This design comes from an exercise in tuning for small area and a short achievable clock period on the open sky130 flow, not from production work.
At most, simulation tests tie the RTL to the original design; equivalence was not proved.
No activity file was given, so power comes from the tool's default toggle rates.

Setup of build 3:
// fir_gen
module fir_gen (input clk, input reset, input Load_x,
    input signed [7:0] x_in, input signed [7:0] c_in, output signed [7:0] y_out);
For scale: ~610 cells after synthesis, about 100 flip-flops, about 0.0074 sq mm of cells after synthesis.
==> flow/config.mk <==
export PLATFORM = sky130hd
export DESIGN_NAME = fir_gen
export DESIGN_NICKNAME = fir_gen
export VERILOG_FILES = /design/flow/design.v
export SDC_FILE = /design/flow/constraint.sdc
export NUM_CORES = 4
export LEC_CHECK = 0
export CAP_MARGIN = 20
export CORE_MARGIN = 2
export CORE_UTILIZATION = 50
export PLACE_DENSITY = 0.75
export SETUP_SLACK_MARGIN = 2.5
export SLEW_MARGIN = 20
export SYNTH_HIERARCHICAL = 1
export SYNTH_MINIMUM_KEEP_SIZE = 0
export TNS_END_PERCENT = 30
==> flow/constraint.sdc <==
create_clock -name core_clock -period 5.5 [get_ports {clk}]
set_input_delay 1.1000 -clock core_clock [delete_from_list [all_inputs] [get_ports {clk}]]
set_output_delay 1.1000 -clock core_clock [all_outputs]
set_load 0.01 [all_outputs]
standard.sh (not shown) runs the stock make flow with config.mk's settings and CLKGATE_MAP_FILE= SYNTH_SCRIPT=/design/flow/synth_recipe.tcl, a recipe that flattens the netlist after the stock synthesis.
==> flow/flow/run.sh <==
#!/bin/bash
# Own layout flow: the standard flow (standard.sh), with two changes after synthesis:
#  - the input and output port buffers are buf_1 cells (buffer_ports -buffer_cell)
#  - clock tree synthesis without dummy loads
# Each step's full output goes to its own log file in this folder.
set -euo pipefail
bash standard.sh synth > synth.log 2>&1
export BUFFER_PORTS_ARGS="-buffer_cell sky130_fd_sc_hd__buf_1"
export CTS_ARGS="-sink_clustering_enable -repair_clock_nets -dont_use_dummy_load"
bash standard.sh floorplan > floorplan.log 2>&1
bash standard.sh place > place.log 2>&1
bash standard.sh cts > cts.log 2>&1
bash standard.sh route > route.log 2>&1
bash standard.sh finish > finish.log 2>&1
test -f out/final.def
Here is what was changed in the inputs of build 64 compared with build 3.
Settings: PLACE_DENSITY: 0.75 -> unset; TNS_END_PERCENT: 30 -> 15.
Notes after the runs:
The clock transition at the register clock pins on the worst setup and hold paths after CTS was comparable across build 64 and build 3. In build 64 the wire length of the first global-routing pass turned out 300 um higher than in build 3. Wire length: build 64 better than build 3. Build 3 vs build 64, critical path's slowest cell: or4_4 vs or4_1. Build 64 vs build 3: sequential share of layout area up. Build 64 against build 3: critical path data arrival time up 0.04 ns; share of the clock period used by the worst path after layout increased 0.64 points; post-layout minimum cycle time up 0.035 ns.
Input-level comparison between build 31 and build 64:
Settings: SETUP_SLACK_MARGIN now 2.7, was 2.5; TNS_END_PERCENT now 0, was 15.
--- outcome ---
Fraction of power consumed by combinational cells in build 31 is 0.9 points higher than in build 64
Relative to build 64, via count increased by 129 in build 31.
On wire length the detailed router placed on met1, the lower figure sits with build 64, not build 31.
From build 64 to build 31 the numbers moved as follows: total chip power grew by 2.4%; design area grew by 310 sq um; total number of nets in the final design grew by about 2.6%; clock power share shrank by 0.3 points.
Summary of build 31 over build 64: met3 demand-to-capacity share in global routing essentially unchanged; routed wire length per instance increased about 3.3%; routed wire length has increased.
In build 31, the multi-input gate share of total cell area came out 0.79 points below the value in build 64.

* * *

Another version of the RTL of fir_gen (not shown whole).
Size in the first run: about 620 cells after synthesis, ~27 I/O pins, roughly 0.0076 mm^2 of cells after synthesis.
==> flow/config.mk <==
export PLATFORM = sky130hd
export DESIGN_NAME = fir_gen
export DESIGN_NICKNAME = fir_gen
export VERILOG_FILES = /design/flow/design.v
export SDC_FILE = /design/flow/constraint.sdc
export NUM_CORES = 4
export LEC_CHECK = 0
export CAP_MARGIN = 20
export CORE_MARGIN = 2
export CORE_UTILIZATION = 40
export SETUP_SLACK_MARGIN = 2.6
export SLEW_MARGIN = 20
export SYNTH_HIERARCHICAL = 1
export SYNTH_MINIMUM_KEEP_SIZE = 0
==> flow/constraint.sdc <==
create_clock -name core_clock -period 5.5 [get_ports {clk}]
set_input_delay 1.1000 -clock core_clock [delete_from_list [all_inputs] [get_ports {clk}]]
set_output_delay 1.1000 -clock core_clock [all_outputs]
set_load 0.01 [all_outputs]
Scripts as last shown in full above: flow/flow/run.sh
The starting point finished clean.
==> next run, changes <==
--- a/flow/flow/run.sh
+++ b/flow/flow/run.sh
@@ -3,3 +3,3 @@
 #  - the input and output port buffers are buf_1 cells (buffer_ports -buffer_cell)
-#  - clock tree synthesis without dummy loads
+#  - clock tree synthesis without dummy loads, clkbuf_4/8 below the root buffer
 # Each step's full output goes to its own log file in this folder.
@@ -8,3 +8,3 @@
 export BUFFER_PORTS_ARGS="-buffer_cell sky130_fd_sc_hd__buf_1"
-export CTS_ARGS="-sink_clustering_enable -repair_clock_nets -dont_use_dummy_load"
+export CTS_ARGS="-sink_clustering_enable -repair_clock_nets -dont_use_dummy_load -root_buf sky130_fd_sc_hd__clkbuf_16 -buf_list {sky130_fd_sc_hd__clkbuf_4 sky130_fd_sc_hd__clkbuf_8}"
 bash standard.sh floorplan > floorplan.log 2>&1
SETUP_SLACK_MARGIN = 2.5   (was 2.6)
Outcome: The new run produced a clean layout; setup slack loses 0.045 ns; global-route usage shrinks by 0.52 points; final area fell by 2.9%; final cell count came out lower by 2.9%; hold slack is better by 0.0049 ns; maximum frequency is lower by 1.5%; clock-buffer cell count is unchanged; total power went down by 1.6%; non-clock buffer count falls by 25.

* * *

Setup of old:
Another version of the RTL of fir_gen (not shown whole).
Size in the first run: roughly 610 cells after synthesis, roughly 100 flip-flops, ~27 I/O pins, roughly 0.0074 sq mm of cells after synthesis.
clock: 5.5 ns
lec_check: 0
cap_margin: 20
core_margin: 2
core_utilization: 50
setup_slack_margin: 2.5
slew_margin: 20
synth_hierarchical: 1
synth_minimum_keep_size: 0
tns_end_percent: 30
==> flow/flow/run.sh <==
#!/bin/bash
# Own layout flow: the standard flow (standard.sh), with two changes after synthesis:
#  - the input and output port buffers are buf_1 cells (buffer_ports -buffer_cell)
#  - clock tree synthesis without dummy loads
# Each step's full output goes to its own log file in this folder.
set -euo pipefail
bash standard.sh synth > synth.log 2>&1
export BUFFER_PORTS_ARGS="-buffer_cell sky130_fd_sc_hd__buf_1"
export CTS_ARGS="-sink_clustering_enable -repair_clock_nets -dont_use_dummy_load"
bash standard.sh floorplan > floorplan.log 2>&1
bash standard.sh place > place.log 2>&1
bash standard.sh cts > cts.log 2>&1
bash standard.sh route > route.log 2>&1
bash standard.sh finish > finish.log 2>&1
test -f out/final.def
old finished all stages; the layout is clean.
Input changes introduced in new (baseline for comparison: old):
# old
export LEC_CHECK = 0
export CAP_MARGIN = 20
export CORE_MARGIN = 2
export CORE_UTILIZATION = 50
export SETUP_SLACK_MARGIN = 2.5
export SLEW_MARGIN = 20
export SYNTH_HIERARCHICAL = 1
export SYNTH_MINIMUM_KEEP_SIZE = 0
export TNS_END_PERCENT = 30
create_clock -name core_clock -period 5.5 [get_ports {clk}]
# new
export LEC_CHECK = 0
export CAP_MARGIN = 20
export CORE_MARGIN = 2
export CORE_UTILIZATION = 50
export SETUP_SLACK_MARGIN = 2.5
export SLEW_MARGIN = 20
export SYNTH_HIERARCHICAL = 1
export SYNTH_MINIMUM_KEEP_SIZE = 0
create_clock -name core_clock -period 5.5 [get_ports {clk}]
Notes after the runs:
Diff old -> new: final critical-path share of the clock period went down 0.44 points; number of optimization iterations in the first detailed-route pass went down 1; weighted congestion reported at the end of routability-driven placement went up about 0.47%; combinational share of power went up 0.6 points.
No run of this note included a check of the RTL's function; only the layout flow was run.

re-timing with driven ports:
How much do the figures lean on ideal ports? The routed layouts below were timed once more, with nothing changed but the port constraints. Step 1: set_driving_cell puts a clkbuf_16 on clk and a buf_2 on each other input, an assumption about the parent block. Step 2 moves the port delays by t, midway between the first and last clock arrival at a register: inputs arrive t later, outputs are due t later. That takes back most of the time a late clock gives input paths. Three values: ideal, step 1, step 2; two values: the first two.
| run | t (ns) | setup slack, ns | slew at the worst register clock pin (ns) |
|---|---|---|---|
| build 3 | 0.392 | 2.549 / 2.508 / 2.331 | 0.07 / 0.07 |
| build 64 | 0.387 | 2.514 / 2.472 / 2.346 | 0.07 / 0.07 |
| build 31 | 0.385 | 2.568 / 2.529 / 2.359 | 0.07 / 0.07 |
| the first run of note 2 | 0.396 | 2.599 / 2.552 / 2.448 | 0.07 / 0.07 |
| the second run of note 2 | 0.390 | 2.553 / 2.536 / 2.448 | 0.07 / 0.07 |
| old | 0.394 | 2.491 / 2.454 / 2.491 | 0.08 / 0.08 |
| new | 0.388 | 2.515 / 2.475 / 2.483 | 0.07 / 0.07 |
After both steps every run listed still meets setup and hold. For build 3, which loses most, drivers alone change the setup slack by -0.041 ns; drivers and shift together by -0.218 ns.
